This design comes from an exercise in tuning for small area on the open sky130 flow, not from production work.
In this exercise RTL edits were held to simulation tests only and were not proved equivalent to the original.
No activity file was given, so power comes from the tool's default toggle rates.

### flow/run.sh
#!/bin/bash
# Standard layout, with one netlist step added after synthesis: invpush2.py
# removes inverters around full-adder cells (a full adder is self-dual), which
# leaves the logic and every register unchanged. Ports are buffered with buf_1.
set -euo pipefail
W=$(pwd)
R=$W/orfs/results/$FLOW_PLATFORM/Arr4x4/base
bash standard.sh synth > $W/synth.log 2>&1
python3 $W/flow/invpush2.py $R/1_2_yosys.v $R/1_2_yosys_invpush.v > $W/invpush.log 2>&1
cp $R/1_2_yosys.v $W/1_2_yosys_standard.v
mv $R/1_2_yosys_invpush.v $R/1_2_yosys.v
rm -f $R/1_synth.odb $R/1_synth.sdc
bash standard.sh "BUFFER_PORTS_ARGS=-buffer_cell sky130_fd_sc_hd__buf_1" REMOVE_ABC_BUFFERS=1 finish > $W/layout.log 2>&1
### flow/invpush2.py
#!/usr/bin/env python3
"""Remove inverters around full-adder cells in a flat Yosys netlist.

A full adder is self-dual: FA(~a, ~b, ~c) = (~sum, ~cout). Synthesis leaves
inverters on many full-adder inputs and outputs. This pass flips the polarity
of full adders (the inversion moves from inputs to outputs or back) whenever
that lowers the cell area: an inverter that is no longer needed is removed, a
single-load driver gate is swapped for its complement (xor2/xnor2, nand2/and2,
nor2/or2) instead of adding an inverter, and an xor2/xnor2 load takes the
inversion by swapping type. The logic function does not change; registers are
not touched.

usage: invpush2.py IN.v OUT.v
"""
import random
import re
import sys
from collections import defaultdict

P = "sky130_fd_sc_hd__"
OUT_PINS = {"X", "Y", "Q", "Q_N", "SUM", "COUT", "HI", "LO"}
INV_RE = re.compile(P + r"(inv|clkinv)_\d+$")
FA_RE = re.compile(P + r"fa_\d+$")
AREA = {"inv_1": 3.7536, "xor2_1": 8.7584, "xnor2_1": 8.7584, "nand2_1": 3.7536,
        "and2_1": 6.256, "and2_0": 6.256, "nor2_1": 3.7536, "or2_1": 6.256, "or2_0": 6.256}
# complement cell (same inputs, inverted output) and output pin names
COMP = {"xor2_1": ("xnor2_1", "X", "Y"), "xnor2_1": ("xor2_1", "Y", "X"),
        "nand2_1": ("and2_1", "Y", "X"), "and2_1": ("nand2_1", "X", "Y"),
        "and2_0": ("nand2_1", "X", "Y"),
        "nor2_1": ("or2_1", "Y", "X"), "or2_1": ("nor2_1", "X", "Y"), "or2_0": ("nor2_1", "X", "Y")}
# cells where inverting one input equals taking the complement cell
INPUT_COMP = {"xor2_1", "xnor2_1"}
INV_A = AREA["inv_1"]

src = open(sys.argv[1]).read()
src = re.sub(r"^\s*\(\*.*?\*\)\s*\n", "", src, flags=re.M)
m = re.search(r"^module\s+(\S+)\s*\(", src, re.M)
mod_start = m.start()
end = src.index("endmodule", mod_start)
body = src[mod_start:end]

cell_re = re.compile(r"^  (" + P + r"\w+)\s+(\S+)\s*\((.*?)\);\n", re.M | re.S)
pin_re = re.compile(r"\.(\w+)\(([^()]*)\)")
cells = {}
order = []
spans = []
for cm in cell_re.finditer(body):
    typ, name, pins = cm.group(1), cm.group(2), cm.group(3)
    cells[name] = [typ, {p: n.strip() for p, n in pin_re.findall(pins)}]
    order.append(name)
    spans.append((cm.start(), cm.end()))
rest = body
for s, e in reversed(spans):
    rest = rest[:s] + rest[e:]
fixed = set()
for am in re.finditer(r"assign\s+(.*?);", rest, re.S):
    for tok in re.findall(r"\\\S+(?:\s*\[\d+\])?|[A-Za-z_][\w$]*(?:\s*\[\d+\])?", am.group(1)):
        fixed.add(tok.strip())
for pm in re.finditer(r"^\s*(input|output|inout)\s+(?:\[(\d+):(\d+)\]\s+)?(\S+)\s*;", rest, re.M):
    nm = pm.group(4)
    if pm.group(2) is not None:
        a, b = int(pm.group(2)), int(pm.group(3))
        for i in range(min(a, b), max(a, b) + 1):
            fixed.add(f"{nm} [{i}]")
            fixed.add(f"{nm}[{i}]")
    else:
        fixed.add(nm)

drv = {}
loads = defaultdict(set)
for name, (typ, pd) in cells.items():
    for p, n in pd.items():
        if p in OUT_PINS:
            drv[n] = (name, p)
        else:
            loads[n].add((name, p))

cnt = [0]
new_wires = []


def fresh():
    cnt[0] += 1
    w = f"_ip_{cnt[0]}_"
    new_wires.append(w)
    return w


def short(c):
    return cells[c][0][len(P):]


def is_inv(c):
    return c in cells and INV_RE.match(cells[c][0])


def outnet(c):
    for p, n in cells[c][1].items():
        if p in OUT_PINS:
            return n


def inv_of(net):
    for (c, p) in loads.get(net, ()):
        if is_inv(c) and outnet(c) not in fixed:
            return c
    return None


def connect(c, p, net):
    old = cells[c][1][p]
    loads[old].discard((c, p))
    cells[c][1][p] = net
    loads[net].add((c, p))


def remove(c):
    for p, n in cells[c][1].items():
        if p in OUT_PINS:
            drv.pop(n, None)
        else:
            loads[n].discard((c, p))
    del cells[c]


def add_inv(a, y=None):
    cnt[0] += 1
    name = f"_ip_inv_{cnt[0]}_"
    if y is None:
        y = fresh()
    cells[name] = [P + "inv_1", {"A": a, "Y": y}]
    loads[a].add((name, "A"))
    drv[y] = (name, "Y")
    order.append(name)
    return name, y


def swap_type(c):
    """replace c by its complement cell, keeping its output net name"""
    typ, pd = cells[c]
    new, op, np_ = COMP[short(c)]
    n = pd.pop(op)
    pd[np_] = n
    cells[c][0] = P + new
    drv[n] = (c, np_)


def in_cost(n):
    """area change to make ~n available for one load that now takes n"""
    if n in fixed:
        return INV_A
    d = drv.get(n)
    if d and is_inv(d[0]):
        return -INV_A if len(loads[n]) == 1 else 0.0
    if d and short(d[0]) in COMP and len(loads[n]) == 1:
        new = COMP[short(d[0])][0]
        return AREA[new] - AREA[short(d[0])]
    if inv_of(n) is not None:
        return 0.0
    return INV_A


def out_cost(o):
    """area change when the net o (driven by a flipped FA) changes polarity"""
    g = 0.0
    other = o in fixed
    for (c, q) in loads[o]:
        if is_inv(c) and outnet(c) not in fixed:
            g -= INV_A
        elif short(c) in INPUT_COMP:
            g += 0.0
        else:
            other = True
    if other:
        g += INV_A
    return g


def gain(f):
    pd = cells[f][1]
    ins = [pd["A"], pd["B"], pd["CIN"]]
    cost = 0.0
    seen = defaultdict(int)
    for n in ins:
        seen[n] += 1
    for n, k in seen.items():
        d = drv.get(n)
        if d and is_inv(d[0]) and n not in fixed:
            cost += -INV_A if len(loads[n]) == k else 0.0
        elif k == 1:
            cost += in_cost(n)
        else:
            cost += INV_A if inv_of(n) is None else 0.0
    cost += out_cost(pd["SUM"]) + out_cost(pd["COUT"])
    return -cost


def flip(f):
    pd = cells[f][1]
    for p in ("A", "B", "CIN"):
        n = pd[p]
        d = drv.get(n)
        if d and is_inv(d[0]) and n not in fixed:
            i = d[0]
            connect(f, p, cells[i][1]["A"])
            if not loads[n]:
                remove(i)
        elif d and short(d[0]) in COMP and len(loads[n]) == 1 and n not in fixed \
                and AREA[COMP[short(d[0])][0]] - AREA[short(d[0])] < INV_A and inv_of(n) is None:
            swap_type(d[0])
        else:
            j = inv_of(n)
            if j is None:
                j, _ = add_inv(n)
            connect(f, p, outnet(j))
    for p in ("SUM", "COUT"):
        o = pd[p]
        no = fresh()
        drv.pop(o, None)
        pd[p] = no
        drv[no] = (f, p)
        keep = o in fixed
        for (c, q) in list(loads[o]):
            if is_inv(c) and outnet(c) not in fixed:
                y = outnet(c)
                for (c2, q2) in list(loads[y]):
                    connect(c2, q2, no)
                remove(c)
            elif short(c) in INPUT_COMP:
                connect(c, q, no)
                swap_type(c)
            else:
                keep = True
        if keep:
            add_inv(no, o)


def area():
    return sum(AREA.get(short(c), 0.0) for c in cells)


def ninv():
    return sum(1 for c in cells if is_inv(c))


before = (ninv(), area())
rng = random.Random(1)
fas = [c for c in cells if FA_RE.match(cells[c][0])]
for it in range(200):
    changed = 0
    for f in fas:
        if f in cells and gain(f) > 1e-6:
            flip(f)
            changed += 1
    if not changed:
        break
for c in list(cells):
    if c in cells and is_inv(c) and not loads[outnet(c)] and outnet(c) not in fixed:
        remove(c)
after = (ninv(), area())
sys.stderr.write(f"invpush2: inverters {before[0]} -> {after[0]}, "
                 f"area of touched cell kinds {before[1]:.1f} -> {after[1]:.1f}\n")

decl = "".join(f"  wire {w};\n" for w in new_wires)
inst = []
for name in order:
    if name not in cells:
        continue
    typ, pd = cells[name]
    pins = ",\n".join(f"    .{p}({n}{' ' if n.startswith(chr(92)) else ''})" for p, n in pd.items())
    inst.append(f"  {typ} {name} (\n{pins}\n  );\n")
hdr_end = rest.index(";") + 1
out_body = rest[:hdr_end] + "\n" + decl + rest[hdr_end:]
out_body = out_body.rstrip() + "\n" + "".join(inst)
open(sys.argv[2], "w").write(src[:mod_start] + out_body + src[end:])
### standard.sh
#!/bin/bash
# synth_recipe.tcl (not shown) runs the flow's synth.tcl, then flattens the netlist and writes it again
# the make line also repeats each setting of config.mk as NAME=value (left out here)
make -C /OpenROAD-flow-scripts/flow DESIGN_CONFIG=/design/flow/config.mk WORK_HOME=/design/flow/orfs CLKGATE_MAP_FILE= SYNTH_SCRIPT=/design/flow/synth_recipe.tcl "${@:-finish}"
### config.mk
export PLATFORM = sky130hd
export DESIGN_NAME = Arr4x4
export DESIGN_NICKNAME = Arr4x4
export VERILOG_FILES = /design/flow/design.v
export SDC_FILE = /design/flow/constraint.sdc
export NUM_CORES = 4
export LEC_CHECK = 0
export ABC_AREA = 1
export CAP_MARGIN = 20
export CORE_MARGIN = 2
export CORE_UTILIZATION = 60
export CTS_BUF_LIST = sky130_fd_sc_hd__clkbuf_16
export CTS_CLUSTER_DIAMETER = 100
export CTS_CLUSTER_SIZE = 20
export SLEW_MARGIN = 20
### constraint.sdc
create_clock -name core_clock -period 7.5 [get_ports {clk}]
set_input_delay 1.5000 -clock core_clock [delete_from_list [all_inputs] [get_ports {clk}]]
set_output_delay 1.5000 -clock core_clock [all_outputs]
set_load 0.01 [all_outputs]
### design.v
module REG8_hold(clk,rst_n,in,out,s);
parameter N=8;
input clk,s,rst_n;
input [N-1:0] in;
output [N-1:0] out;
reg [N-1:0] out;
always @ (posedge clk or negedge rst_n)
begin
    if (!rst_n) out <= {N{1'b0}};
    else if (!s) out <= in;
end
endmodule
module REG24_hold(clk,rst_n,in,out);
parameter N=24;
input clk,rst_n;
input [N-1:0] in;
output [N-1:0] out;
reg [N-1:0] out;
always @ (posedge clk or negedge rst_n)
begin
    if (!rst_n) out <= {N{1'b0}};
    else out <= in;
end
endmodule
module FA(a, b, c, s, co);
input a, b, c;
output s, co;
assign s = a ^ b ^ c;
assign co = (a & b) | (a & c) | (b & c);
endmodule
module HA(a, b, s, co);
input a, b;
output s, co;
assign s = a ^ b;
assign co = a & b;
endmodule
module PE_c2(Err_mac, Err_mult, w, a, w1, a1, mac1, mult1, c_out, k_out);
input Err_mac, Err_mult;
input [7:0] w, a;
output [16:0] c_out;
output [0:0] k_out;
wire [7:0] x = {a[7] & ~Err_mult, a[6:0]};
wire [7:0] y = {w[7:2] & {6{~(Err_mac | Err_mult)}}, w[1] & ~Err_mac, ~Err_mac & (Err_mult ? ~w[1] : w[0])};
input [7:0] w1, a1;
input mac1, mult1;
wire [7:0] x1 = {a1[7] & ~mult1, a1[6:0]};
wire [7:0] y1 = {w1[7:2] & {6{~(mac1 | mult1)}}, w1[1] & ~mac1, ~mac1 & (mult1 ? ~w1[1] : w1[0])};
wire n1, n2, n3, n4, n5, n6, n7, n8, n9, n10, n11, n12, n13, n14, n15, n16, n17, n18, n19, n20, n21, n22, n23, n24, n25, n26, n27, n28, n29, n30, n31, n32, n33, n34, n35, n36, n37, n38, n39, n40, n41, n42, n43, n44, n45, n46, n47, n48, n49, n50, n51, n52, n53, n54, n55, n56, n57, n58, n59, n60, n61, n62, n63, n64, n65, n66, n67, n68, n69, n70, n71, n72, n73, n74, n75, n76, n77, n78, n79, n80, n81, n82, n83, n84, n85, n86, n87, n88, n89, n90, n91, n92, n93, n94, n95, n96, n97, n98, n99, n100, n101, n102, n103, n104, n105, n106, n107, n108, n109, n110, n111, n112, n113, n114, n115, n116, n117, n118, n119, n120, n121, n122, n123, n124, n125, n126, n127, n128, n129, n130, n131, n132, n133, n134, n135, n136, n137, n138, n139, n140, n141, n142, n143, n144, n145, n146, n147, n148, n149, n150, n151, n152, n153, n154, n155, n156, n157, n158, n159, n160, n161, n162, n163, n164, n165, n166, n167, n168, n169, n170, n171, n172, n173, n174, n175, n176, n177, n178, n179, n180, n181, n182, n183, n184, n185, n186, n187, n188, n189, n190, n191, n192, n193, n194, n195, n196, n197, n198, n199, n200, n201, n202, n203, n204, n205, n206, n207, n208, n209, n210, n211, n212, n213, n214, n215, n216, n217, n218, n219, n220, n221, n222, n223, n224, n225, n226, n227, n228, n229, n230, n231, n232, n233, n234, n235, n236, n237, n238, n239, n240, n241, n242, n243, n244, n245, n246, n247, n248, n249, n250, n251, n252, n253, n254, n255, n256, n257, n258, n259, n260, n261, n262, n263, n264, n265, n266, n267, n268, n269, n270, n271, n272, n273, n274, n275, n276, n277, n278, n279, n280, n281, n282, n283, n284, n285, n286, n287, n288, n289, n290, n291, n292, n293, n294, n295, n296, n297, n298, n299, n300, n301, n302, n303, n304, n305, n306, n307, n308, n309, n310, n311, n312, n313, n314, n315, n316, n317, n318, n319, n320, n321, n322, n323, n324, n325, n326, n327, n328, n329, n330, n331, n332, n333, n334, n335, n336, n337, n338, n339, n340, n341, n342, n343, n344, n345, n346, n347, n348, n349, n350, n351, n352, n353, n354, n355, n356, n357, n358, n359, n360, n361, n362, n363, n364, n365, n366, n367, n368, n369, n370, n371;
assign n1 = x[0] & y[0];
assign n2 = x[0] & y[1];
assign n3 = x[0] & y[2];
assign n4 = x[0] & y[3];
assign n5 = x[0] & y[4];
assign n6 = x[0] & y[5];
assign n7 = x[0] & y[6];
assign n8 = ~(x[0] & y[7]);
assign n9 = x[1] & y[0];
assign n10 = x[1] & y[1];
assign n11 = x[1] & y[2];
assign n12 = x[1] & y[3];
assign n13 = x[1] & y[4];
assign n14 = x[1] & y[5];
assign n15 = x[1] & y[6];
assign n16 = ~(x[1] & y[7]);
assign n17 = x[2] & y[0];
assign n18 = x[2] & y[1];
assign n19 = x[2] & y[2];
assign n20 = x[2] & y[3];
assign n21 = x[2] & y[4];
assign n22 = x[2] & y[5];
assign n23 = x[2] & y[6];
assign n24 = ~(x[2] & y[7]);
assign n25 = x[3] & y[0];
assign n26 = x[3] & y[1];
assign n27 = x[3] & y[2];
assign n28 = x[3] & y[3];
assign n29 = x[3] & y[4];
assign n30 = x[3] & y[5];
assign n31 = x[3] & y[6];
assign n32 = ~(x[3] & y[7]);
assign n33 = x[4] & y[0];
assign n34 = x[4] & y[1];
assign n35 = x[4] & y[2];
assign n36 = x[4] & y[3];
assign n37 = x[4] & y[4];
assign n38 = x[4] & y[5];
assign n39 = x[4] & y[6];
assign n40 = ~(x[4] & y[7]);
assign n41 = x[5] & y[0];
assign n42 = x[5] & y[1];
assign n43 = x[5] & y[2];
assign n44 = x[5] & y[3];
assign n45 = x[5] & y[4];
assign n46 = x[5] & y[5];
assign n47 = x[5] & y[6];
assign n48 = ~(x[5] & y[7]);
assign n49 = x[6] & y[0];
assign n50 = x[6] & y[1];
assign n51 = x[6] & y[2];
assign n52 = x[6] & y[3];
assign n53 = x[6] & y[4];
assign n54 = x[6] & y[5];
assign n55 = x[6] & y[6];
assign n56 = ~(x[6] & y[7]);
assign n57 = ~(x[7] & y[0]);
assign n58 = ~(x[7] & y[1]);
assign n59 = ~(x[7] & y[2]);
assign n60 = ~(x[7] & y[3]);
assign n61 = ~(x[7] & y[4]);
assign n62 = ~(x[7] & y[5]);
assign n63 = ~(x[7] & y[6]);
assign n64 = x[7] & y[7];
assign n65 = x1[0] & y1[0];
assign n66 = x1[0] & y1[1];
assign n67 = x1[0] & y1[2];
assign n68 = x1[0] & y1[3];
assign n69 = x1[0] & y1[4];
assign n70 = x1[0] & y1[5];
assign n71 = x1[0] & y1[6];
assign n72 = ~(x1[0] & y1[7]);
assign n73 = x1[1] & y1[0];
assign n74 = x1[1] & y1[1];
assign n75 = x1[1] & y1[2];
assign n76 = x1[1] & y1[3];
assign n77 = x1[1] & y1[4];
assign n78 = x1[1] & y1[5];
assign n79 = x1[1] & y1[6];
assign n80 = ~(x1[1] & y1[7]);
assign n81 = x1[2] & y1[0];
assign n82 = x1[2] & y1[1];
assign n83 = x1[2] & y1[2];
assign n84 = x1[2] & y1[3];
assign n85 = x1[2] & y1[4];
assign n86 = x1[2] & y1[5];
assign n87 = x1[2] & y1[6];
assign n88 = ~(x1[2] & y1[7]);
assign n89 = x1[3] & y1[0];
assign n90 = x1[3] & y1[1];
assign n91 = x1[3] & y1[2];
assign n92 = x1[3] & y1[3];
assign n93 = x1[3] & y1[4];
assign n94 = x1[3] & y1[5];
assign n95 = x1[3] & y1[6];
assign n96 = ~(x1[3] & y1[7]);
assign n97 = x1[4] & y1[0];
assign n98 = x1[4] & y1[1];
assign n99 = x1[4] & y1[2];
assign n100 = x1[4] & y1[3];
assign n101 = x1[4] & y1[4];
assign n102 = x1[4] & y1[5];
assign n103 = x1[4] & y1[6];
assign n104 = ~(x1[4] & y1[7]);
assign n105 = x1[5] & y1[0];
assign n106 = x1[5] & y1[1];
assign n107 = x1[5] & y1[2];
assign n108 = x1[5] & y1[3];
assign n109 = x1[5] & y1[4];
assign n110 = x1[5] & y1[5];
assign n111 = x1[5] & y1[6];
assign n112 = ~(x1[5] & y1[7]);
assign n113 = x1[6] & y1[0];
assign n114 = x1[6] & y1[1];
assign n115 = x1[6] & y1[2];
assign n116 = x1[6] & y1[3];
assign n117 = x1[6] & y1[4];
assign n118 = x1[6] & y1[5];
assign n119 = x1[6] & y1[6];
assign n120 = ~(x1[6] & y1[7]);
assign n121 = ~(x1[7] & y1[0]);
assign n122 = ~(x1[7] & y1[1]);
assign n123 = ~(x1[7] & y1[2]);
assign n124 = ~(x1[7] & y1[3]);
assign n125 = ~(x1[7] & y1[4]);
assign n126 = ~(x1[7] & y1[5]);
assign n127 = ~(x1[7] & y1[6]);
assign n128 = x1[7] & y1[7];
HA u_n129 (n7, n14, n129, n130);
FA u_n131 (n8, n15, n22, n131, n132);
FA u_n133 (n29, n36, n43, n133, n134);
FA u_n135 (n16, n23, n30, n135, n136);
HA u_n137 (n37, n44, n137, n138);
FA u_n139 (n24, n31, n38, n139, n140);
HA u_n141 (n5, n12, n141, n142);
FA u_n143 (n6, n13, n20, n143, n144);
FA u_n145 (n27, n34, n41, n145, n146);
FA u_n147 (n129, n21, n28, n147, n148);
FA u_n149 (n35, n42, n49, n149, n150);
FA u_n151 (n71, n78, n85, n151, n152);
FA u_n153 (n130, n131, n133, n153, n154);
FA u_n155 (n50, n57, n72, n155, n156);
FA u_n157 (n79, n86, n93, n157, n158);
HA u_n159 (n100, n107, n159, n160);
FA u_n161 (n132, n134, n135, n161, n162);
FA u_n163 (n137, n51, n58, n163, n164);
FA u_n165 (n80, n87, n94, n165, n166);
FA u_n167 (n101, n108, n115, n167, n168);
FA u_n169 (n136, n138, n139, n169, n170);
FA u_n171 (n45, n52, n59, n171, n172);
FA u_n173 (n88, n95, n102, n173, n174);
FA u_n175 (n109, n116, n123, n175, n176);
FA u_n177 (n140, n32, n39, n177, n178);
FA u_n179 (n46, n53, n60, n179, n180);
FA u_n181 (n96, n103, n110, n181, n182);
FA u_n183 (n40, n47, n54, n183, n184);
FA u_n185 (n4, n11, n18, n185, n186);
FA u_n187 (n141, n19, n26, n187, n188);
FA u_n189 (n33, n69, n76, n189, n190);
FA u_n191 (n142, n143, n145, n191, n192);
FA u_n193 (n70, n77, n84, n193, n194);
HA u_n195 (n91, n98, n195, n196);
FA u_n197 (n144, n146, n147, n197, n198);
FA u_n199 (n149, n151, n92, n199, n200);
FA u_n201 (n99, n106, n113, n201, n202);
FA u_n203 (n148, n150, n152, n203, n204);
FA u_n205 (n153, n155, n157, n205, n206);
FA u_n207 (n159, n114, n121, n207, n208);
FA u_n209 (n154, n156, n158, n209, n210);
FA u_n211 (n160, n161, n163, n211, n212);
FA u_n213 (n165, n167, n122, n213, n214);
FA u_n215 (n162, n164, n166, n215, n216);
FA u_n217 (n168, n169, n171, n217, n218);
FA u_n219 (n173, n175, 1'b1, n219, n220);
FA u_n221 (n170, n172, n174, n221, n222);
FA u_n223 (n176, n177, n179, n223, n224);
FA u_n225 (n181, n117, n124, n225, n226);
FA u_n227 (n178, n180, n182, n227, n228);
FA u_n229 (n183, n61, n104, n229, n230);
FA u_n231 (n111, n118, n125, n231, n232);
FA u_n233 (n184, n48, n55, n233, n234);
FA u_n235 (n62, n112, n119, n235, n236);
FA u_n237 (n3, n10, n17, n237, n238);
FA u_n239 (n185, n25, n68, n239, n240);
HA u_n241 (n75, n82, n241, n242);
FA u_n243 (n186, n187, n189, n243, n244);
FA u_n245 (n83, n90, n97, n245, n246);
FA u_n247 (n188, n190, n191, n247, n248);
FA u_n249 (n193, n195, n105, n249, n250);
FA u_n251 (n192, n194, n196, n251, n252);
FA u_n253 (n197, n199, n201, n253, n254);
FA u_n255 (n198, n200, n202, n255, n256);
FA u_n257 (n203, n205, n207, n257, n258);
FA u_n259 (n204, n206, n208, n259, n260);
FA u_n261 (n209, n211, n213, n261, n262);
FA u_n263 (n210, n212, n214, n263, n264);
FA u_n265 (n215, n217, n219, n265, n266);
FA u_n267 (n216, n218, n220, n267, n268);
FA u_n269 (n221, n223, n225, n269, n270);
FA u_n271 (n222, n224, n226, n271, n272);
FA u_n273 (n227, n229, n231, n273, n274);
FA u_n275 (n228, n230, n232, n275, n276);
FA u_n277 (n233, n235, n126, n277, n278);
FA u_n279 (n234, n236, n56, n279, n280);
FA u_n281 (n63, n120, n127, n281, n282);
HA u_n283 (n2, n9, n283, n284);
FA u_n285 (n237, n67, n74, n285, n286);
FA u_n287 (n238, n239, n241, n287, n288);
FA u_n289 (n240, n242, n243, n289, n290);
FA u_n291 (n244, n246, n247, n291, n292);
FA u_n293 (n248, n250, n251, n293, n294);
FA u_n295 (n252, n254, n255, n295, n296);
FA u_n297 (n256, n258, n259, n297, n298);
FA u_n299 (n260, n262, n263, n299, n300);
FA u_n301 (n264, n266, n267, n301, n302);
FA u_n303 (n268, n270, n271, n303, n304);
FA u_n305 (n272, n274, n275, n305, n306);
FA u_n307 (n276, n278, n279, n307, n308);
FA u_n309 (n280, n282, n64, n309, n310);
HA u_n311 (n283, n66, n311, n312);
FA u_n313 (n284, n285, n81, n313, n314);
FA u_n315 (n286, n287, n89, n315, n316);
FA u_n317 (n288, n289, n245, n317, n318);
FA u_n319 (n290, n291, n249, n319, n320);
FA u_n321 (n292, n293, n253, n321, n322);
FA u_n323 (n294, n295, n257, n323, n324);
FA u_n325 (n296, n297, n261, n325, n326);
FA u_n327 (n298, n299, n265, n327, n328);
FA u_n329 (n300, n301, n269, n329, n330);
FA u_n331 (n302, n303, n273, n331, n332);
FA u_n333 (n304, n305, n277, n333, n334);
FA u_n335 (n306, n307, n281, n335, n336);
FA u_n337 (n308, n309, n128, n337, n338);
HA u_n339 (n1, n65, n339, n340);
FA u_n341 (n311, n73, n340, n341, n342);
FA u_n343 (n312, n313, n342, n343, n344);
FA u_n345 (n314, n315, n344, n345, n346);
FA u_n347 (n316, n317, n346, n347, n348);
FA u_n349 (n318, n319, n348, n349, n350);
FA u_n351 (n320, n321, n350, n351, n352);
FA u_n353 (n322, n323, n352, n353, n354);
FA u_n355 (n324, n325, n354, n355, n356);
FA u_n357 (n326, n327, n356, n357, n358);
FA u_n359 (n328, n329, n358, n359, n360);
HA u_n361 (n330, n331, n361, n362);
FA u_n363 (n332, n333, n362, n363, n364);
FA u_n365 (n334, n335, n364, n365, n366);
FA u_n367 (n336, n337, n366, n367, n368);
FA u_n369 (n338, n310, n368, n369, n370);
assign n371 = 1'b1 ^ n370;
assign c_out = {n371, n369, n367, n365, n363, n361, n359, n357, n355, n353, n351, n349, n347, n345, n343, n341, n339};
assign k_out = {n360};
endmodule
module PE_c3(Err_mac, Err_mult, w, a, c_in, k_in, c_out, k_out);
input Err_mac, Err_mult;
input [7:0] w, a;
input [16:0] c_in;
input [0:0] k_in;
output [16:0] c_out;
output [0:0] k_out;
wire [7:0] x = {a[7] & ~Err_mult, a[6:0]};
wire [7:0] y = {w[7:2] & {6{~(Err_mac | Err_mult)}}, w[1] & ~Err_mac, ~Err_mac & (Err_mult ? ~w[1] : w[0])};
wire n1, n2, n3, n4, n5, n6, n7, n8, n9, n10, n11, n12, n13, n14, n15, n16, n17, n18, n19, n20, n21, n22, n23, n24, n25, n26, n27, n28, n29, n30, n31, n32, n33, n34, n35, n36, n37, n38, n39, n40, n41, n42, n43, n44, n45, n46, n47, n48, n49, n50, n51, n52, n53, n54, n55, n56, n57, n58, n59, n60, n61, n62, n63, n64, n65, n66, n67, n68, n69, n70, n71, n72, n73, n74, n75, n76, n77, n78, n79, n80, n81, n82, n83, n84, n85, n86, n87, n88, n89, n90, n91, n92, n93, n94, n95, n96, n97, n98, n99, n100, n101, n102, n103, n104, n105, n106, n107, n108, n109, n110, n111, n112, n113, n114, n115, n116, n117, n118, n119, n120, n121, n122, n123, n124, n125, n126, n127, n128, n129, n130, n131, n132, n133, n134, n135, n136, n137, n138, n139, n140, n141, n142, n143, n144, n145, n146, n147, n148, n149, n150, n151, n152, n153, n154, n155, n156, n157, n158, n159, n160, n161, n162, n163, n164, n165, n166, n167, n168, n169, n170, n171, n172, n173, n174, n175, n176, n177, n178, n179, n180, n181, n182, n183, n184, n185, n186, n187, n188, n189, n190, n191, n192, n193, n194, n195, n196, n197, n198, n199, n200, n201, n202, n203, n204, n205, n206, n207, n208, n209, n210, n211, n212, n213, n214, n215, n216, n217, n218, n219, n220;
assign n1 = x[0] & y[0];
assign n2 = x[0] & y[1];
assign n3 = x[0] & y[2];
assign n4 = x[0] & y[3];
assign n5 = x[0] & y[4];
assign n6 = x[0] & y[5];
assign n7 = x[0] & y[6];
assign n8 = ~(x[0] & y[7]);
assign n9 = x[1] & y[0];
assign n10 = x[1] & y[1];
assign n11 = x[1] & y[2];
assign n12 = x[1] & y[3];
assign n13 = x[1] & y[4];
assign n14 = x[1] & y[5];
assign n15 = x[1] & y[6];
assign n16 = ~(x[1] & y[7]);
assign n17 = x[2] & y[0];
assign n18 = x[2] & y[1];
assign n19 = x[2] & y[2];
assign n20 = x[2] & y[3];
assign n21 = x[2] & y[4];
assign n22 = x[2] & y[5];
assign n23 = x[2] & y[6];
assign n24 = ~(x[2] & y[7]);
assign n25 = x[3] & y[0];
assign n26 = x[3] & y[1];
assign n27 = x[3] & y[2];
assign n28 = x[3] & y[3];
assign n29 = x[3] & y[4];
assign n30 = x[3] & y[5];
assign n31 = x[3] & y[6];
assign n32 = ~(x[3] & y[7]);
assign n33 = x[4] & y[0];
assign n34 = x[4] & y[1];
assign n35 = x[4] & y[2];
assign n36 = x[4] & y[3];
assign n37 = x[4] & y[4];
assign n38 = x[4] & y[5];
assign n39 = x[4] & y[6];
assign n40 = ~(x[4] & y[7]);
assign n41 = x[5] & y[0];
assign n42 = x[5] & y[1];
assign n43 = x[5] & y[2];
assign n44 = x[5] & y[3];
assign n45 = x[5] & y[4];
assign n46 = x[5] & y[5];
assign n47 = x[5] & y[6];
assign n48 = ~(x[5] & y[7]);
assign n49 = x[6] & y[0];
assign n50 = x[6] & y[1];
assign n51 = x[6] & y[2];
assign n52 = x[6] & y[3];
assign n53 = x[6] & y[4];
assign n54 = x[6] & y[5];
assign n55 = x[6] & y[6];
assign n56 = ~(x[6] & y[7]);
assign n57 = ~(x[7] & y[0]);
assign n58 = ~(x[7] & y[1]);
assign n59 = ~(x[7] & y[2]);
assign n60 = ~(x[7] & y[3]);
assign n61 = ~(x[7] & y[4]);
assign n62 = ~(x[7] & y[5]);
assign n63 = ~(x[7] & y[6]);
assign n64 = x[7] & y[7];
assign n65 = ~c_in[16];
HA u_n66 (n6, n13, n66, n67);
FA u_n68 (n7, n14, n21, n68, n69);
HA u_n70 (n28, n35, n70, n71);
FA u_n72 (n8, n15, n22, n72, n73);
FA u_n74 (n29, n36, n43, n74, n75);
HA u_n76 (n50, n57, n76, n77);
FA u_n78 (n16, n23, n30, n78, n79);
FA u_n80 (n37, n44, n51, n80, n81);
FA u_n82 (n58, c_in[8], 1'b1, n82, n83);
FA u_n84 (n24, n31, n38, n84, n85);
FA u_n86 (n45, n52, n59, n86, n87);
FA u_n88 (n32, n39, n46, n88, n89);
HA u_n90 (n40, n47, n90, n91);
HA u_n92 (n4, n11, n92, n93);
FA u_n94 (n5, n12, n19, n94, n95);
HA u_n96 (n26, n33, n96, n97);
FA u_n98 (n66, n20, n27, n98, n99);
FA u_n100 (n34, n41, c_in[5], n100, n101);
FA u_n102 (n67, n68, n70, n102, n103);
FA u_n104 (n42, n49, c_in[6], n104, n105);
FA u_n106 (n69, n71, n72, n106, n107);
FA u_n108 (n74, n76, c_in[7], n108, n109);
FA u_n110 (n73, n75, n77, n110, n111);
FA u_n112 (n78, n80, n82, n112, n113);
FA u_n114 (n79, n81, n83, n114, n115);
FA u_n116 (n84, n86, c_in[9], n116, n117);
FA u_n118 (n85, n87, n88, n118, n119);
FA u_n120 (n53, n60, c_in[10], n120, n121);
FA u_n122 (n89, n90, n54, n122, n123);
FA u_n124 (n61, c_in[11], k_in[0], n124, n125);
FA u_n126 (n91, n48, n55, n126, n127);
HA u_n128 (n62, c_in[12], n128, n129);
HA u_n130 (n56, n63, n130, n131);
HA u_n132 (n3, n10, n132, n133);
FA u_n134 (n92, n18, n25, n134, n135);
FA u_n136 (n93, n94, n96, n136, n137);
FA u_n138 (n95, n97, n98, n138, n139);
FA u_n140 (n99, n101, n102, n140, n141);
FA u_n142 (n103, n105, n106, n142, n143);
FA u_n144 (n107, n109, n110, n144, n145);
FA u_n146 (n111, n113, n114, n146, n147);
FA u_n148 (n115, n117, n118, n148, n149);
FA u_n150 (n119, n121, n122, n150, n151);
FA u_n152 (n123, n125, n126, n152, n153);
FA u_n154 (n127, n129, n130, n154, n155);
HA u_n156 (n131, n64, n156, n157);
HA u_n158 (n2, n9, n158, n159);
FA u_n160 (n132, n17, c_in[2], n160, n161);
FA u_n162 (n133, n134, c_in[3], n162, n163);
FA u_n164 (n135, n136, c_in[4], n164, n165);
FA u_n166 (n137, n138, n100, n166, n167);
FA u_n168 (n139, n140, n104, n168, n169);
FA u_n170 (n141, n142, n108, n170, n171);
FA u_n172 (n143, n144, n112, n172, n173);
FA u_n174 (n145, n146, n116, n174, n175);
FA u_n176 (n147, n148, n120, n176, n177);
FA u_n178 (n149, n150, n124, n178, n179);
FA u_n180 (n151, n152, n128, n180, n181);
FA u_n182 (n153, n154, c_in[13], n182, n183);
FA u_n184 (n155, n156, c_in[14], n184, n185);
FA u_n186 (n157, c_in[15], 1'b1, n186, n187);
HA u_n188 (n1, c_in[0], n188, n189);
FA u_n190 (n158, c_in[1], n189, n190, n191);
FA u_n192 (n159, n160, n191, n192, n193);
FA u_n194 (n161, n162, n193, n194, n195);
FA u_n196 (n163, n164, n195, n196, n197);
FA u_n198 (n165, n166, n197, n198, n199);
FA u_n200 (n167, n168, n199, n200, n201);
FA u_n202 (n169, n170, n201, n202, n203);
FA u_n204 (n171, n172, n203, n204, n205);
FA u_n206 (n173, n174, n205, n206, n207);
FA u_n208 (n175, n176, n207, n208, n209);
HA u_n210 (n177, n178, n210, n211);
FA u_n212 (n179, n180, n211, n212, n213);
FA u_n214 (n181, n182, n213, n214, n215);
FA u_n216 (n183, n184, n215, n216, n217);
FA u_n218 (n185, n186, n217, n218, n219);
assign n220 = n187 ^ n65 ^ n219;
assign c_out = {n220, n218, n216, n214, n212, n210, n208, n206, n204, n202, n200, n198, n196, n194, n192, n190, n188};
assign k_out = {n209};
endmodule
module PE_c4(Err_mac, Err_mult, w, a, c_in, k_in, c_out, k_out);
input Err_mac, Err_mult;
input [7:0] w, a;
input [16:0] c_in;
input [0:0] k_in;
output [17:0] c_out;
output [0:0] k_out;
wire [7:0] x = {a[7] & ~Err_mult, a[6:0]};
wire [7:0] y = {w[7:2] & {6{~(Err_mac | Err_mult)}}, w[1] & ~Err_mac, ~Err_mac & (Err_mult ? ~w[1] : w[0])};
wire n1, n2, n3, n4, n5, n6, n7, n8, n9, n10, n11, n12, n13, n14, n15, n16, n17, n18, n19, n20, n21, n22, n23, n24, n25, n26, n27, n28, n29, n30, n31, n32, n33, n34, n35, n36, n37, n38, n39, n40, n41, n42, n43, n44, n45, n46, n47, n48, n49, n50, n51, n52, n53, n54, n55, n56, n57, n58, n59, n60, n61, n62, n63, n64, n65, n66, n67, n68, n69, n70, n71, n72, n73, n74, n75, n76, n77, n78, n79, n80, n81, n82, n83, n84, n85, n86, n87, n88, n89, n90, n91, n92, n93, n94, n95, n96, n97, n98, n99, n100, n101, n102, n103, n104, n105, n106, n107, n108, n109, n110, n111, n112, n113, n114, n115, n116, n117, n118, n119, n120, n121, n122, n123, n124, n125, n126, n127, n128, n129, n130, n131, n132, n133, n134, n135, n136, n137, n138, n139, n140, n141, n142, n143, n144, n145, n146, n147, n148, n149, n150, n151, n152, n153, n154, n155, n156, n157, n158, n159, n160, n161, n162, n163, n164, n165, n166, n167, n168, n169, n170, n171, n172, n173, n174, n175, n176, n177, n178, n179, n180, n181, n182, n183, n184, n185, n186, n187, n188, n189, n190, n191, n192, n193, n194, n195, n196, n197, n198, n199, n200, n201, n202, n203, n204, n205, n206, n207, n208, n209, n210, n211, n212, n213, n214, n215, n216, n217, n218, n219, n220, n221, n222;
assign n1 = x[0] & y[0];
assign n2 = x[0] & y[1];
assign n3 = x[0] & y[2];
assign n4 = x[0] & y[3];
assign n5 = x[0] & y[4];
assign n6 = x[0] & y[5];
assign n7 = x[0] & y[6];
assign n8 = ~(x[0] & y[7]);
assign n9 = x[1] & y[0];
assign n10 = x[1] & y[1];
assign n11 = x[1] & y[2];
assign n12 = x[1] & y[3];
assign n13 = x[1] & y[4];
assign n14 = x[1] & y[5];
assign n15 = x[1] & y[6];
assign n16 = ~(x[1] & y[7]);
assign n17 = x[2] & y[0];
assign n18 = x[2] & y[1];
assign n19 = x[2] & y[2];
assign n20 = x[2] & y[3];
assign n21 = x[2] & y[4];
assign n22 = x[2] & y[5];
assign n23 = x[2] & y[6];
assign n24 = ~(x[2] & y[7]);
assign n25 = x[3] & y[0];
assign n26 = x[3] & y[1];
assign n27 = x[3] & y[2];
assign n28 = x[3] & y[3];
assign n29 = x[3] & y[4];
assign n30 = x[3] & y[5];
assign n31 = x[3] & y[6];
assign n32 = ~(x[3] & y[7]);
assign n33 = x[4] & y[0];
assign n34 = x[4] & y[1];
assign n35 = x[4] & y[2];
assign n36 = x[4] & y[3];
assign n37 = x[4] & y[4];
assign n38 = x[4] & y[5];
assign n39 = x[4] & y[6];
assign n40 = ~(x[4] & y[7]);
assign n41 = x[5] & y[0];
assign n42 = x[5] & y[1];
assign n43 = x[5] & y[2];
assign n44 = x[5] & y[3];
assign n45 = x[5] & y[4];
assign n46 = x[5] & y[5];
assign n47 = x[5] & y[6];
assign n48 = ~(x[5] & y[7]);
assign n49 = x[6] & y[0];
assign n50 = x[6] & y[1];
assign n51 = x[6] & y[2];
assign n52 = x[6] & y[3];
assign n53 = x[6] & y[4];
assign n54 = x[6] & y[5];
assign n55 = x[6] & y[6];
assign n56 = ~(x[6] & y[7]);
assign n57 = ~(x[7] & y[0]);
assign n58 = ~(x[7] & y[1]);
assign n59 = ~(x[7] & y[2]);
assign n60 = ~(x[7] & y[3]);
assign n61 = ~(x[7] & y[4]);
assign n62 = ~(x[7] & y[5]);
assign n63 = ~(x[7] & y[6]);
assign n64 = x[7] & y[7];
assign n65 = ~c_in[16];
HA u_n66 (n6, n13, n66, n67);
FA u_n68 (n7, n14, n21, n68, n69);
HA u_n70 (n28, n35, n70, n71);
FA u_n72 (n8, n15, n22, n72, n73);
FA u_n74 (n29, n36, n43, n74, n75);
HA u_n76 (n50, n57, n76, n77);
FA u_n78 (n16, n23, n30, n78, n79);
FA u_n80 (n37, n44, n51, n80, n81);
FA u_n82 (n58, c_in[8], 1'b1, n82, n83);
FA u_n84 (n24, n31, n38, n84, n85);
FA u_n86 (n45, n52, n59, n86, n87);
FA u_n88 (n32, n39, n46, n88, n89);
HA u_n90 (n40, n47, n90, n91);
HA u_n92 (n4, n11, n92, n93);
FA u_n94 (n5, n12, n19, n94, n95);
HA u_n96 (n26, n33, n96, n97);
FA u_n98 (n66, n20, n27, n98, n99);
FA u_n100 (n34, n41, c_in[5], n100, n101);
FA u_n102 (n67, n68, n70, n102, n103);
FA u_n104 (n42, n49, c_in[6], n104, n105);
FA u_n106 (n69, n71, n72, n106, n107);
FA u_n108 (n74, n76, c_in[7], n108, n109);
FA u_n110 (n73, n75, n77, n110, n111);
FA u_n112 (n78, n80, n82, n112, n113);
FA u_n114 (n79, n81, n83, n114, n115);
FA u_n116 (n84, n86, c_in[9], n116, n117);
FA u_n118 (n85, n87, n88, n118, n119);
FA u_n120 (n53, n60, c_in[10], n120, n121);
FA u_n122 (n89, n90, n54, n122, n123);
FA u_n124 (n61, c_in[11], k_in[0], n124, n125);
FA u_n126 (n91, n48, n55, n126, n127);
HA u_n128 (n62, c_in[12], n128, n129);
HA u_n130 (n56, n63, n130, n131);
HA u_n132 (n3, n10, n132, n133);
FA u_n134 (n92, n18, n25, n134, n135);
FA u_n136 (n93, n94, n96, n136, n137);
FA u_n138 (n95, n97, n98, n138, n139);
FA u_n140 (n99, n101, n102, n140, n141);
FA u_n142 (n103, n105, n106, n142, n143);
FA u_n144 (n107, n109, n110, n144, n145);
FA u_n146 (n111, n113, n114, n146, n147);
FA u_n148 (n115, n117, n118, n148, n149);
FA u_n150 (n119, n121, n122, n150, n151);
FA u_n152 (n123, n125, n126, n152, n153);
FA u_n154 (n127, n129, n130, n154, n155);
HA u_n156 (n131, n64, n156, n157);
HA u_n158 (n2, n9, n158, n159);
FA u_n160 (n132, n17, c_in[2], n160, n161);
FA u_n162 (n133, n134, c_in[3], n162, n163);
FA u_n164 (n135, n136, c_in[4], n164, n165);
FA u_n166 (n137, n138, n100, n166, n167);
FA u_n168 (n139, n140, n104, n168, n169);
FA u_n170 (n141, n142, n108, n170, n171);
FA u_n172 (n143, n144, n112, n172, n173);
FA u_n174 (n145, n146, n116, n174, n175);
FA u_n176 (n147, n148, n120, n176, n177);
FA u_n178 (n149, n150, n124, n178, n179);
FA u_n180 (n151, n152, n128, n180, n181);
FA u_n182 (n153, n154, c_in[13], n182, n183);
FA u_n184 (n155, n156, c_in[14], n184, n185);
FA u_n186 (n157, c_in[15], 1'b1, n186, n187);
HA u_n188 (n1, c_in[0], n188, n189);
FA u_n190 (n158, c_in[1], n189, n190, n191);
FA u_n192 (n159, n160, n191, n192, n193);
FA u_n194 (n161, n162, n193, n194, n195);
FA u_n196 (n163, n164, n195, n196, n197);
FA u_n198 (n165, n166, n197, n198, n199);
FA u_n200 (n167, n168, n199, n200, n201);
FA u_n202 (n169, n170, n201, n202, n203);
FA u_n204 (n171, n172, n203, n204, n205);
FA u_n206 (n173, n174, n205, n206, n207);
FA u_n208 (n175, n176, n207, n208, n209);
HA u_n210 (n177, n178, n210, n211);
FA u_n212 (n179, n180, n211, n212, n213);
FA u_n214 (n181, n182, n213, n214, n215);
FA u_n216 (n183, n184, n215, n216, n217);
FA u_n218 (n185, n186, n217, n218, n219);
FA u_n220 (n187, n65, n219, n220, n221);
assign n222 = 1'b1 ^ n221;
assign c_out = {n222, n220, n218, n216, n214, n212, n210, n208, n206, n204, n202, n200, n198, n196, n194, n192, n190, n188};
assign k_out = {n209};
endmodule
module CSUM_out(s, k, c);
input [17:0] s;
input [0:0] k;
output [23:0] c;
wire n1, n2, n3, n4, n5, n6, n7, n8, n9, n10, n11, n12, n13;
HA u_n1 (s[11], k[0], n1, n2);
HA u_n3 (s[12], n2, n3, n4);
HA u_n5 (s[13], n4, n5, n6);
HA u_n7 (s[14], n6, n7, n8);
HA u_n9 (s[15], n8, n9, n10);
HA u_n11 (s[16], n10, n11, n12);
assign n13 = s[17] ^ n12;
wire [17:0] r = {n13, n11, n9, n7, n5, n3, n1, s[10], s[9], s[8], s[7], s[6], s[5], s[4], s[3], s[2], s[1], s[0]};
assign c = {{6{r[17]}}, r};
endmodule
module PEreg_c1(Err_mac, Err_mult, w_in, a_in, w_out, a_out, mac_d, mult_d, clk, rst_n, hold);
input [7:0] w_in, a_in;
input Err_mac, Err_mult, clk, rst_n, hold;
output [7:0] w_out, a_out;
output mac_d, mult_d;
REG8_hold regW(clk, rst_n, w_in, w_out, hold);
REG8_hold regA(clk, rst_n, a_in, a_out, 1'b0);
REG24_hold #(2) regE(clk, rst_n, {Err_mac, Err_mult}, {mac_d, mult_d});
endmodule
module PEreg_c2(Err_mac, Err_mult, w_in, a_in, a1, mac1, mult1, hold_d, w_out, a_out, c_out, k_out, clk, rst_n, hold);
input [7:0] w_in, a_in;
input Err_mac, Err_mult, clk, rst_n, hold;
output [7:0] w_out, a_out;
output [16:0] c_out;
output [0:0] k_out;
wire [16:0] p_sum;
wire [0:0] p_k;
input [7:0] a1;
input mac1, mult1, hold_d;
wire [7:0] w1 = hold_d ? w_in : w_out;
PE_c2 PE_no_reg(Err_mac, Err_mult, w_out, a_out, w1, a1, mac1, mult1, p_sum, p_k);
REG8_hold regW(clk, rst_n, w_in, w_out, hold);
REG8_hold regA(clk, rst_n, a_in, a_out, 1'b0);
REG24_hold #(17) regC(clk, rst_n, p_sum, c_out);
REG24_hold #(1) regK(clk, rst_n, p_k, k_out);
endmodule
module PEreg_c3(Err_mac, Err_mult, w_in, a_in, c_in, k_in, w_out, a_out, c_out, k_out, clk, rst_n, hold);
input [7:0] w_in, a_in;
input [16:0] c_in;
input [0:0] k_in;
input Err_mac, Err_mult, clk, rst_n, hold;
output [7:0] w_out, a_out;
output [16:0] c_out;
output [0:0] k_out;
wire [16:0] p_sum;
wire [0:0] p_k;
PE_c3 PE_no_reg(Err_mac, Err_mult, w_out, a_out, c_in, k_in, p_sum, p_k);
REG8_hold regW(clk, rst_n, w_in, w_out, hold);
REG8_hold regA(clk, rst_n, a_in, a_out, 1'b0);
REG24_hold #(17) regC(clk, rst_n, p_sum, c_out);
REG24_hold #(1) regK(clk, rst_n, p_k, k_out);
endmodule
module PEreg_c4(Err_mac, Err_mult, w_in, a_in, c_in, k_in, w_out, a_out, c_out, k_out, clk, rst_n, hold);
input [7:0] w_in, a_in;
input [16:0] c_in;
input [0:0] k_in;
input Err_mac, Err_mult, clk, rst_n, hold;
output [7:0] w_out, a_out;
output [17:0] c_out;
output [0:0] k_out;
wire [17:0] p_sum;
wire [0:0] p_k;
PE_c4 PE_no_reg(Err_mac, Err_mult, w_out, a_out, c_in, k_in, p_sum, p_k);
REG8_hold regW(clk, rst_n, w_in, w_out, hold);
REG8_hold regA(clk, rst_n, a_in, a_out, 1'b0);
REG24_hold #(18) regC(clk, rst_n, p_sum, c_out);
REG24_hold #(1) regK(clk, rst_n, p_k, k_out);
endmodule
module Arr4x4(Err_mac, Err_mult,
             w1_in, w2_in, w3_in, w4_in,
             a1_in, a2_in, a3_in, a4_in,
             w1_out, w2_out, w3_out, w4_out,
             a1_out, a2_out, a3_out, a4_out,
             c1_out, c2_out, c3_out, c4_out,
             clk, rst_n, hold);
input [7:0] w1_in, w2_in, w3_in, w4_in;
input [7:0] a1_in, a2_in, a3_in, a4_in;
input clk, rst_n, hold;
input [15:0] Err_mac, Err_mult;
output [7:0] w1_out, w2_out, w3_out, w4_out;
output [7:0] a1_out, a2_out, a3_out, a4_out;
output [23:0] c1_out, c2_out, c3_out, c4_out;
wire [7:0] w11, a11;
wire [15:0] c11;
wire [0:0] k11;
wire [7:0] w12, a12;
wire [16:0] c12;
wire [0:0] k12;
wire [7:0] w13, a13;
wire [16:0] c13;
wire [0:0] k13;
wire [7:0] w14, a14;
wire [17:0] c14;
wire [0:0] k14;
wire [7:0] w21, a21;
wire [15:0] c21;
wire [0:0] k21;
wire [7:0] w22, a22;
wire [16:0] c22;
wire [0:0] k22;
wire [7:0] w23, a23;
wire [16:0] c23;
wire [0:0] k23;
wire [7:0] w24, a24;
wire [17:0] c24;
wire [0:0] k24;
wire [7:0] w31, a31;
wire [15:0] c31;
wire [0:0] k31;
wire [7:0] w32, a32;
wire [16:0] c32;
wire [0:0] k32;
wire [7:0] w33, a33;
wire [16:0] c33;
wire [0:0] k33;
wire [7:0] w34, a34;
wire [17:0] c34;
wire [0:0] k34;
wire [7:0] w41, a41;
wire [15:0] c41;
wire [0:0] k41;
wire [7:0] w42, a42;
wire [16:0] c42;
wire [0:0] k42;
wire [7:0] w43, a43;
wire [16:0] c43;
wire [0:0] k43;
wire [7:0] w44, a44;
wire [17:0] c44;
wire [0:0] k44;
wire hold_d;
wire [7:0] a51;
REG24_hold #(1) regH(clk, rst_n, hold, hold_d);
REG8_hold regA5(clk, rst_n, a41, a51, 1'b0);
wire mac11, mult11;
wire mac21, mult21;
wire mac31, mult31;
wire mac41, mult41;
PEreg_c1 PE11(Err_mac[0], Err_mult[0], w1_in, a1_in, w11, a11, mac11, mult11, clk, rst_n, hold);
PEreg_c1 PE21(Err_mac[1], Err_mult[1], w2_in, a11, w21, a21, mac21, mult21, clk, rst_n, hold);
PEreg_c1 PE31(Err_mac[2], Err_mult[2], w3_in, a21, w31, a31, mac31, mult31, clk, rst_n, hold);
PEreg_c1 PE41(Err_mac[3], Err_mult[3], w4_in, a31, w41, a41, mac41, mult41, clk, rst_n, hold);
PEreg_c2 PE12(Err_mac[4], Err_mult[4], w11, a2_in, a21, mac11, mult11, hold_d, w12, a12, c12, k12, clk, rst_n, hold);
PEreg_c2 PE22(Err_mac[5], Err_mult[5], w21, a12, a31, mac21, mult21, hold_d, w22, a22, c22, k22, clk, rst_n, hold);
PEreg_c2 PE32(Err_mac[6], Err_mult[6], w31, a22, a41, mac31, mult31, hold_d, w32, a32, c32, k32, clk, rst_n, hold);
PEreg_c2 PE42(Err_mac[7], Err_mult[7], w41, a32, a51, mac41, mult41, hold_d, w42, a42, c42, k42, clk, rst_n, hold);
PEreg_c3 PE13(Err_mac[8], Err_mult[8], w12, a3_in, c12, k12, w13, a13, c13, k13, clk, rst_n, hold);
PEreg_c3 PE23(Err_mac[9], Err_mult[9], w22, a13, c22, k22, w23, a23, c23, k23, clk, rst_n, hold);
PEreg_c3 PE33(Err_mac[10], Err_mult[10], w32, a23, c32, k32, w33, a33, c33, k33, clk, rst_n, hold);
PEreg_c3 PE43(Err_mac[11], Err_mult[11], w42, a33, c42, k42, w43, a43, c43, k43, clk, rst_n, hold);
PEreg_c4 PE14(Err_mac[12], Err_mult[12], w13, a4_in, c13, k13, w14, a14, c14, k14, clk, rst_n, hold);
PEreg_c4 PE24(Err_mac[13], Err_mult[13], w23, a14, c23, k23, w24, a24, c24, k24, clk, rst_n, hold);
PEreg_c4 PE34(Err_mac[14], Err_mult[14], w33, a24, c33, k33, w34, a34, c34, k34, clk, rst_n, hold);
PEreg_c4 PE44(Err_mac[15], Err_mult[15], w43, a34, c43, k43, w44, a44, c44, k44, clk, rst_n, hold);
CSUM_out out1(c14, k14, c1_out);
assign w1_out = w14;
assign a1_out = a41;
CSUM_out out2(c24, k24, c2_out);
assign w2_out = w24;
assign a2_out = a42;
CSUM_out out3(c34, k34, c3_out);
assign w3_out = w34;
assign a3_out = a43;
CSUM_out out4(c44, k44, c4_out);
assign w4_out = w44;
assign a4_out = a44;
endmodule
==> results of run 1 <==
## per-stage QoR
step                      std cells  util [%]  setup slack [ns]  setup TNS [ns]  hold WS (ns)
after floorplan                3737         -             0.240               0         0.331
final                          5072      64.7             0.443               0         0.353
after global placement         5024      63.2           -0.0924          -0.112         0.331
after detailed placement       5024      63.2            -0.116          -0.258         0.337
after global routing           5072      64.7             0.240               0         0.364
after CTS                      5072      64.7             0.505               0         0.356
## report_power, final
part	internal (uW)	total, uW	switching [uW]
registers	3580	4060	485
logic	3370	7510	4150
clock network	910	1910	999
total	7850	13500	5630
## per-layer routing
metal | global-route usage [%] | wire, um | up-vias
met5 | 0 | 21 | -
met1 | 41.0 | 42100 | 14300
met2 | 51.0 | 53900 | 772
met3 | 3.72 | 5290 | 163
li1 | - | - | 11900
met4 | 9.75 | 3730 | 4
## critical path: stages
cell and delay, ns:
buf_1 0.10, nor2_1 0.40, nand2_1 0.18, nor2_1 0.17, fa_1 0.46, fa_1 0.58, fa_1 0.45, fa_1 0.50
fa_1 0.42, fa_1 0.38, fa_1 0.40, fa_1 0.39, fa_1 0.39, fa_1 0.39, fa_1 0.38, fa_1 0.43
## layout make-up
| cell class | count | share of cell area, % |
|---|---|---|
| Clock buffer | 37 | 2.00 |
| Timing Repair Buffer | 337 | 3.50 |
| Inverter | 549 | 4.47 |
| Tap cell | 950 | 2.57 |
| Multi-Input combinational cell | 2695 | 60.5 |
| Sequential cell | 493 | 26.7 |
| Clock inverter | 11 | 0.271 |
## flip-flops by register name, indices dropped and copies added, names as in the netlist, 17 cells and up
register and count:
PE14.regC.out 18, PE24.regC.out 18, PE34.regC.out 18, PE44.regC.out 18
PE12.regC.out 17, PE13.regC.out 17, PE22.regC.out 17, PE23.regC.out 17
PE32.regC.out 17, PE33.regC.out 17, PE42.regC.out 17, PE43.regC.out 17
## cell usage in the layout (no fill, tap or decap), types with 5 or more instances in the layout
cell type / count
ha_1: 188
fa_1: 940
inv_2: 13
or2_1: 28
o211ai_2: 7
and2_1: 108
nand2_1: 481
buf_1: 256
nor2_1: 725
xor2_1: 8
o21ai_2: 13
nand3_2: 8
nor2_2: 7
dfrtp_1: 492
clkinv_8: 5
buf_4: 75
nor3_1: 8
mux2_2: 6
clkbuf_16: 37
nand3_1: 11
a21oi_1: 74
inv_1: 539
o21ai_0: 68
## worst max path at each step
stage | from | slack (ns) | to | depth (start not counted)
floorplan | Err_mac[4] | 0.24 | PE12.regC.out[10] | 15
global placement | Err_mac[7] | -0.09 | PE42.regC.out[10] | 16
detailed placement | Err_mac[7] | -0.12 | PE42.regC.out[10] | 16
CTS | Err_mac[7] | 0.51 | PE42.regC.out[10] | 16
global route | Err_mac[7] | 0.24 | PE42.regC.out[10] | 16
finish | Err_mac[7] | 0.44 | PE42.regC.out[10] | 16
==> results.tsv, run 1 <==
metric	value	unit
min cycle time layout	7.06	ns
total CTS buffers	34	
crit-path max FO	6	
Slew @ Worst Pin	0.857	ns
WL final	105000	um
hold violation total from the final report	0	
Worst R2R End	PE12.regC.out[10]	
R2R Path Start	PE12.regW.out[1]	
Die Wd	273	um
Cell Rows	98	
Reg clk slew, reported paths	0.08	ns
gr usage total	30.1	%
Final Skew	0.0209	ns
Core Area	0.0715	mm2
pwr/cell area	292	mW/mm2
area grow syn2layout	6.69	%
Syn Inst Count	3867	
CTS tree	yes	
First-pass DRT Iterations	6	
hold endpoint	PE21.regA.out[7]	
Skew-Pair Late Insertion Delay	0.58	ns
first-pass GRT wire length	168000	um
DP Wirelength	88900	um
Syn Std Cell Area	0.0433	mm2
largest net degree at the start of global routing	170	
# DRC	0	
Slew HR	42.8	%
I/O pin count	259	
CTS root buf	clkbuf_16	
setup bufs post-CTS	0	
CTS sink cnt	493	
hold_buf cts	0	
number of H-tree levels	2	
f_max	0.142	GHz
GR Overflow Total	0	
Critical Path End Type	flop	
Max Cap Viol	0	
Tot Pwr	13500	uW
reg2reg setup slack	1.08	ns
layout cells sized above 1	4.73	%
via count	27100	
RSZ-0062 raised after global routing	false	
critical path required time	7.96	ns
worst hold path depth	0	
fillers	5844	
Final Cycle Share	94.1	%
ant diodes	0	
DRT iter0 DRCs	2108	
Ys Warns	5	
area of the multi-input gates	0.0280	mm2
Leak	0.0228	uW
post-place instance area	0.0452	mm2
IO buf count	258	
final instance area	0.0462	mm2
DIE AREA	0.0744	mm2
Initial Utilization	60.6	%
Hold Path Class	reg2reg	
peak supply drop	0.455	mV
Resized cells post-CTS	0	
Avg Cell Area, Syn	11.2	um2
Net count, final	5337	
Critical Path AT	7.51	ns
hold wc startpoint	PE11.regA.out[7]	
Avg WL per Cell	20.7	um
depth of the worst register-to-register path	16	
critical path type	in2reg	
# setup viols final	0	
status	finished clean	
Max Slew Vio Count	0	
die height	273	um
initial antenna violation count	2	
Longest Clk Path Bufs	3	
vias in the first global route	29800	
vias per inst	5.35	
CP Launch Type	input pin	
Placer Congestion	0.981	
FF/Latch Area	0.0123	mm2
DRT antenna net count	0	
==> run 2: changes to the inputs <==
--- a/config.mk
+++ b/config.mk
@@ -9,7 +9,7 @@
 export CAP_MARGIN = 20
 export CORE_MARGIN = 2
 export CORE_UTILIZATION = 60
-export CTS_BUF_LIST = sky130_fd_sc_hd__clkbuf_16
-export CTS_CLUSTER_DIAMETER = 100
-export CTS_CLUSTER_SIZE = 20
+export CTS_BUF_LIST = sky130_fd_sc_hd__clkbuf_8
+export CTS_CLUSTER_DIAMETER = 60
+export CTS_CLUSTER_SIZE = 12
 export SLEW_MARGIN = 20
==> run 2 against run 1 <==
Net effect: highest routed layer unchanged; sequential cell count unchanged; sequential power about the same; via count down 0.12%; still clean; critical path type unchanged; non-clock buffer count unchanged; critical endpoint unchanged; total power up 0.52%.
==> results.tsv, run 2 <==
metric	value	unit	change
Layout Cells excl Fill	5111		+0.77%
hold endpoint	PE21.regA.out[7]		
Slew HR	44.3	%	+1.5 points
CP Launch Type	input pin		
Syn Std Cell Area	0.0433	mm2	unchanged
GR Overflow Total	0		unchanged
Ys Warns	5		unchanged
Reg clk slew, reported paths	0.08	ns	about the same
Slew @ Worst Pin	0.835	ns	-0.0226 ns
setup bufs post-CTS	0		unchanged
pre-CTS setup slack	-0.116	ns	unchanged
Syn Inst Count	3867		unchanged
Max Slew Vio Count	0		unchanged
fillers	5884		+0.68%
min cycle time layout	6.95	ns	-0.103 ns
Post-Route Setup TNS	0	ns	unchanged
layout cells sized above 1	5.63	%	+0.89 points
Skew-Pair Late Insertion Delay	0.71	ns	+0.13 ns
Leak	0.0229	uW	+0.32%
DRT antenna net count	0		unchanged
slack of the critical path	0.546	ns	+0.103 ns
I/O pin count	259		unchanged
Avg WL per Cell	20.5	um	-1.1%
Layout Utilization	64.9	%	+0.18 points
gr busiest metal	met2		
Die Wd	273	um	unchanged
gr usage total	30.0	%	-0.046 points
Net count, final	5360		+0.43%
peak supply drop	0.469	mV	+3.1%
via count	27100		-0.12%
worst hold path depth	0		unchanged
critical path type	in2reg		
critical path required time	8.07	ns	+0.11 ns
GR Util met1	40.9	%	-0.060 points
DP Cell Count	5024		unchanged
status	finished clean		
Critical Path AT	7.52	ns	about the same
CTS tree	yes		
Avg Cell Area, Syn	11.2	um2	unchanged
Final Skew	0.0331	ns	+0.0122 ns
RSZ-0062 raised after global routing	false		
Cell Rows	98		unchanged
depth of the worst register-to-register path	16		unchanged
# DRC	0		unchanged
# setup viols final	0		unchanged
DIE AREA	0.0744	mm2	unchanged
Core Area	0.0715	mm2	unchanged
commonest non-fill, non-tap cells in the layout	fa_1 (940), nor2_1 (725), inv_1 (538)		
IO buf count	258		unchanged
Final Cycle Share	92.7	%	-1.4 points
Placer Congestion	0.981		unchanged
hold wc startpoint	PE11.regA.out[7]		
Worst R2R End	PE12.regC.out[10]		
f_max	0.144	GHz	+1.5%
area grow syn2layout	6.99	%	
Resized cells post-CTS	0		unchanged
pwr/cell area	292	mW/mm2	+0.24%
CTS sink cnt	493		unchanged
largest net degree at the start of global routing	170		unchanged
R2R Path Start	PE12.regW.out[1]		
Tot Pwr	13600	uW	+0.52%
DRT iter0 DRCs	2054		-2.6%
Max Cap Viol	0		unchanged
DP Wirelength	88900	um	unchanged
initial antenna violation count	3		+1
reg2reg setup slack	1.11	ns	+0.03 ns
most common cell after layout, fill and taps aside	fa_1		
Hold Path Class	reg2reg		
Initial Utilization	60.6	%	unchanged
vias per inst	5.30		-0.88%
hold violation total from the final report	0		unchanged
met3 Track Usage GR	3.76	%	+0.044 points
die height	273	um	unchanged
Critical Path End Type	flop		
Longest Clk Path Bufs	3		unchanged
Global Route met2 Usage	50.9	%	-0.067 points
vias in the first global route	29800		+0.094%
crit-path max FO	6		unchanged
hold_buf cts	0		unchanged
number of H-tree levels	2		unchanged
first-pass GRT wire length	168000	um	-0.11%
total CTS buffers	57		+68%
CTS root buf	clkbuf_8		
WL final	105000	um	-0.35%
First-pass DRT Iterations	8		+2
[run 2: cell type report]
| type | count | area (um2) | area share (%) |
|---|---|---|---|
| clock buffers | 61 | 840 | 1.81 |
| flip-flops and latches | 493 | 12300 | 26.6 |
| diodes | 1 | 2.50 | 0.00540 |
| inverters | 549 | 2070 | 4.46 |
| multi-input cells | 2695 | 28000 | 60.3 |
| repair buffers | 337 | 1620 | 3.49 |
| well taps | 950 | 1190 | 2.56 |
| clock inverters | 25 | 340 | 0.734 |
[run 2: how the worst max path moves through the flow]
| stage | end | slack, ns | startpoint |
|---|---|---|---|
| detailed placement | PE42.regC.out[10] | -0.12 | Err_mac[7] |
| CTS | PE42.regC.out[10] | 0.65 | Err_mac[7] |
| floorplan | PE12.regC.out[10] | 0.24 | Err_mac[4] |
| global placement | PE42.regC.out[10] | -0.09 | Err_mac[7] |
| global route | PE42.regC.out[10] | 0.39 | Err_mac[7] |
| finish | PE42.regC.out[10] | 0.55 | Err_mac[7] |
[run 2: metal layers]
metal | routed length (um) | vias to the layer above | share of wire, %
met5 | 18 | - | 0.017
met3 | 5380 | 169 | 5.1
met1 | 41900 | 14200 | 40
li1 | - | 11900 | -
met2 | 53800 | 801 | 51
met4 | 3620 | 4 | 3.5
[run 2: worst max-delay path, stage by stage]
cell,delay (ns)
buf_1,0.10
nor2_1,0.41
nand2_1,0.18
nor2_1,0.17
fa_1,0.46
fa_1,0.58
fa_1,0.45
fa_1,0.50
fa_1,0.42
fa_1,0.38
fa_1,0.40
fa_1,0.39
fa_1,0.39
fa_1,0.39
fa_1,0.38
fa_1,0.43
[run 2: through the flow]
stage,area (um2),hold WS [ns]
5_1_grt,46400,0.360
2_1_floorplan,42400,0.331
4_1_cts,46400,0.356
3_3_place_gp,45200,0.331
3_5_place_dp,45200,0.337
6_report,46400,0.354
[run 2: power breakdown]
group | leakage, uW | total [uW] | switching (uW) | internal [uW]
sequential | 0.00578 | 4070 | 488 | 3580
combinational | 0.0165 | 7480 | 4120 | 3350
clock | 0.000599 | 2020 | 1040 | 975

re-timing with driven ports:
The flow's constraints put no driver on any port. The routed layouts listed below were extracted and timed again, unchanged, in two steps.
Step 1 assumes that a clkbuf_16 drives the clock port and a buf_2 every other input.
Step 2 adds t to the input delays and takes it off the output delays; t is the mean of the earliest and latest rising clock arrival at the registers after step 1. Input paths then give back, and output paths get back, about the clock's delay inside the block.
a / b / c = no drivers / after step 1 / after step 2; a / b = the first two.
| run | t, ns | setup slack, ns | latest minus earliest clock arrival (ns) |
|---|---|---|---|
| run 1 | 0.643 | 0.443 / 0.487 / -0.156 | 0.026 / 0.027 |
| run 2 | 0.753 | 0.546 / 0.584 / -0.169 | 0.036 / 0.036 |
With both steps, setup timing fails in run 1 and run 2, where it was met with ideal ports. The setup slack of run 2, which loses most, moves by +0.038 ns with the drivers and by -0.715 ns with both steps.
